This design comes from an exercise in tuning for small area and a short achievable clock period on the open sky130 flow, not from production work.
RTL that was checked went through simulation tests only; none was proved equivalent to the original.
Power and IR drop assume default switching activity.

## crash_detection
module crash_detection #(
        parameter int HISTORY_LEN = 16   
    )(
        input   logic           clk,
        input   logic           arst_n,
        input   logic           i_state_rst,
        input   logic           i_sensors_valid,
        input   logic [15:0]    i_gps,
        input   logic [15:0]    i_accel_z,
        input   logic [15:0]    i_accel_y,
        input   logic [15:0]    i_accel_x,
        input   logic [15:0]    i_gyro_z,
        input   logic [15:0]    i_gyro_y,
        input   logic [15:0]    i_gyro_x,
        input   logic [15:0]    i_delta,
        input   logic [31:0]    ireg_speed_threshold,
        input   logic [31:0]    ireg_non_fatal_accel_threshold,
        input   logic [31:0]    ireg_fatal_accel_threshold,
        input   logic [31:0]    ireg_angle_threshold,
        input   logic [31:0]    ireg_angle_in_motion_threshold,
        input   logic [31:0]    ireg_angular_speed_threshold,
        output  logic [1:0]     o_state,
        output  logic           o_non_fatal_intr,
        output  logic           o_fatal_intr
    );
For scale: ~860 flip-flops, roughly 330 I/O pins, roughly 54000 sq um of cells after synthesis.
export LEC_CHECK = 0
export CAP_MARGIN = 20
export CORE_MARGIN = 2
export CORE_UTILIZATION = 45
export PLACE_DENSITY = 0.6
export SLEW_MARGIN = 20
create_clock -name core_clock -period 50.0 [get_ports {clk}]
standard.sh (not shown) runs the stock make flow with config.mk's settings and CLKGATE_MAP_FILE= SYNTH_SCRIPT=/design/flow/synth_recipe.tcl, a recipe that flattens the netlist after the stock synthesis.
==> flow/flow/run.sh <==
#!/bin/bash
# The standard layout with changes to how it is made:
#  - timing repair is asked to leave 37 ns of setup slack at the design's
#    50 ns clock, so that it works on the paths that set the achieved period;
#  - the port buffers that the standard flow inserts are buf_2 cells;
#  - the clock tree is built from clkbuf_8 cells.
# Clock, constraints and synthesis are unchanged.
set -o pipefail
bash standard.sh SETUP_SLACK_MARGIN=37 "BUFFER_PORTS_ARGS=-buffer_cell sky130_fd_sc_hd__buf_2" \
    CTS_BUF_LIST=sky130_fd_sc_hd__clkbuf_8 finish 2>&1 | tee standard_run.log
==> next run, changes <==
--- a/flow/design.v
+++ b/flow/design.v
@@ -392,64 +392,68 @@
         if (~arst_n)                gps0 <= '0;
         else if (i_state_rst)       gps0 <= '0;
         else if (i_sensors_valid)   gps0 <= i_gps;
     end
     logic [12:0] lo_diff;
     logic        b12;
     assign lo_diff = {1'b0, i_gps[11:0]} - {1'b0, gps0[11:0]};
     assign b12     = lo_diff[12];
     logic [3:0] top_nb;              
     assign top_nb = i_gps[15:12] - gps0[15:12];
-    logic [17:0] d3_in;
-    assign d3_in = {2'b0, i_delta} + {1'b0, i_delta, 1'b0};
+    logic [5:0] d3_lo_in;            
+    assign d3_lo_in = i_delta[5:0] + {i_delta[4:0], 1'b0};
     logic [3:0] qa_nb, qa_b, ra_nb, ra_b;
     div_first2 u_first (.i_top(top_nb), .i_d1(i_delta),
                         .o_q_nb(qa_nb), .o_r_nb(ra_nb), .o_q_b(qa_b), .o_r_b(ra_b));
     logic [3:0]         p_q;         
     logic [3:0]         p_rem;       
     logic [11:0]        p_lo;        
     logic [15:0]        p_div;       
-    logic [17:0]        p_d3;        
+    logic [5:0]         p_d3_lo;     
     logic [3:1]         p_fit [2:5]; 
     logic               p_zero;      
     logic [3:1] fit_in [2:5];
     genvar j;
     generate
         for (j = 2; j <= 5; j++) begin : g_fit_a
             div_fit #(.W(2*j+2)) u_fit (.i_d1(i_delta), .o_fit(fit_in[j]));
         end
     endgenerate
     always_ff @(posedge clk) begin
         if (i_sensors_valid) begin
             p_q   <= b12 ? qa_b : qa_nb;
             p_rem <= b12 ? ra_b : ra_nb;
             p_lo  <= lo_diff[11:0];
             p_div <= i_delta;
-            p_d3  <= d3_in;
+            p_d3_lo <= d3_lo_in;
             for (int i = 2; i <= 5; i++) p_fit[i] <= fit_in[i];
         end
     end
     always_ff @(posedge clk or negedge arst_n) begin
         if (~arst_n)                p_zero <= 1'b1;
         else if (i_state_rst)       p_zero <= 1'b1;
         else if (i_sensors_valid)   p_zero <= ~|i_delta;
     end
+    logic [17:0] p_d3;
+    assign p_d3 = {2'b0, p_div} + {1'b0, p_div, 1'b0};
+    logic [15:0] p_d3_steps;
+    assign p_d3_steps = {p_d3[15:6], p_d3_lo};
     logic [11:0] qhi;            
     logic [11:0] r5;             
     logic [15:0] rem_b [2:6];
     assign rem_b[2] = 16'(p_rem);
     assign qhi[11:8] = p_q;
     generate
         for (j = 2; j <= 5; j++) begin : g_steps_b
             logic [2*j+1:0] rin, rout;
             assign rin = {rem_b[j][2*j-1:0], p_lo[15-2*j -: 2]};
-            div_step4 #(.W(2*j+2)) u_step (.i_rem(rin), .i_d1(p_div), .i_d3(p_d3[15:0]),
+            div_step4 #(.W(2*j+2)) u_step (.i_rem(rin), .i_d1(p_div), .i_d3(p_d3_steps),
                                            .i_fit(p_fit[j]), .o_q(qhi[11-2*j -: 2]), .o_rem(rout));
             assign rem_b[j+1] = 16'(rout);
         end
     endgenerate
     assign r5 = rem_b[6][11:0];
     logic [11:0]        p2_q;        
     logic [11:0]        p2_rem;      
     logic [3:0]         p2_lo;       
     logic [15:0]        p2_div;      
     logic               p2_zero;     
@@ -545,30 +549,23 @@
             2'd0: kd_hi = '0;
             2'd1: kd_hi = {2'b0, p_div};
             2'd2: kd_hi = {1'b0, p_div, 1'b0};
             default: kd_hi = p_d3;
         endcase
     end
     assign kd = {2'b0, kd_lo} + {kd_hi, 2'b0};
     assign c4 = (|sum_spd1[3:0]) & ({4'd0, r5, p_lo[3:0]} >= kd);
     function automatic logic hi_ge(input logic [14:0] sc, input logic [11:0] q,
                                    input logic [14:0] t);
-        logic [16:0] bx, bz;
-        logic [14:0] nsc;
-        logic ge_x, lt_y, ge_z;
-        bx = {2'b0, t} - {2'b0, sc};
-        bz = {bx[16:15] + 2'd1, bx[14:0]};
-        nsc = ~sc;
-        ge_x = bx[16] | (~|bx[15:12] & (q >= bx[11:0]));
-        lt_y = |nsc[14:12] | (q <= nsc[11:0]);
-        ge_z = ~|bz[16:12] & (q >= bz[11:0]);
-        hi_ge = (ge_x & lt_y) | ge_z;
+        logic [14:0] u;
+        u = sc + {3'b0, q};
+        hi_ge = u >= t;
     endfunction
     logic [14:0] s_hi, s_hi1;
     assign s_hi  = sum_spd1[18:4];
     assign s_hi1 = s_hi + 15'd1;
     logic ge_c0, ge_c1, ge_s;
     assign ge_c0 = hi_ge(s_hi,  qhi, thr);
     assign ge_c1 = hi_ge(s_hi1, qhi, thr);
     assign ge_s  = s_hi >= thr;                  
     localparam logic [1:0] SAFE = 2'b00, NON_FATAL = 2'b01, FATAL = 2'b10;
     logic speed_hi, fatal_acc, nonfatal_acc, angle;
Design area goes down by 1.3%. Synthesized cell count goes down by 2.0%. Clock-buffer cell count goes up by 3. Power goes up by 15%. Critical path depth goes down by 4. Area after synthesis goes down by 1.7%. Core utilization goes up by 0.19 points. Worst setup slack stays flat. Worst hold slack is better by 0.011 ns. Global-route usage goes up by 0.33 points. Combinational power goes up by 23%. Via count goes down by 1.2%. Wire length goes up by 0.61%. Flip-flop and latch count goes down by 12.
Only the layout flow was run in the second run of this note; the RTL was not checked for function there.

==> what the ideal ports hide <==
The flow's constraints put no driver on any port. The routed layouts listed below were extracted and timed again, unchanged, in two steps.
Step 1 sets driving cells, clkbuf_16 on the clock port and buf_2 on the other inputs (assumed; they add their load-dependent delay and slew).
Step 2 also shifts input and output timing later by t, the mid clock arrival at the registers, as if the neighbouring blocks saw the same clock.
Slacks: ideal / step 1 / step 2; pairs: ideal / step 1.
run | shift t [ns] | setup slack, ns | worst hold slack (ns) | worst setup path at the end | worst slew at a driven data input, ns
the first run | 0.879 | 37.076 / 37.131 / 36.252 | 0.372 / 0.372 / 0.372 | input to register | 0.18
the second run | 0.904 | 37.078 / 37.138 / 36.234 | 0.384 / 0.384 / 0.384 | input to register | 0.13
After both steps setup and hold are still met in every run listed. For the second run, which loses most, drivers alone change the setup slack by +0.060 ns; drivers and shift together by -0.844 ns.
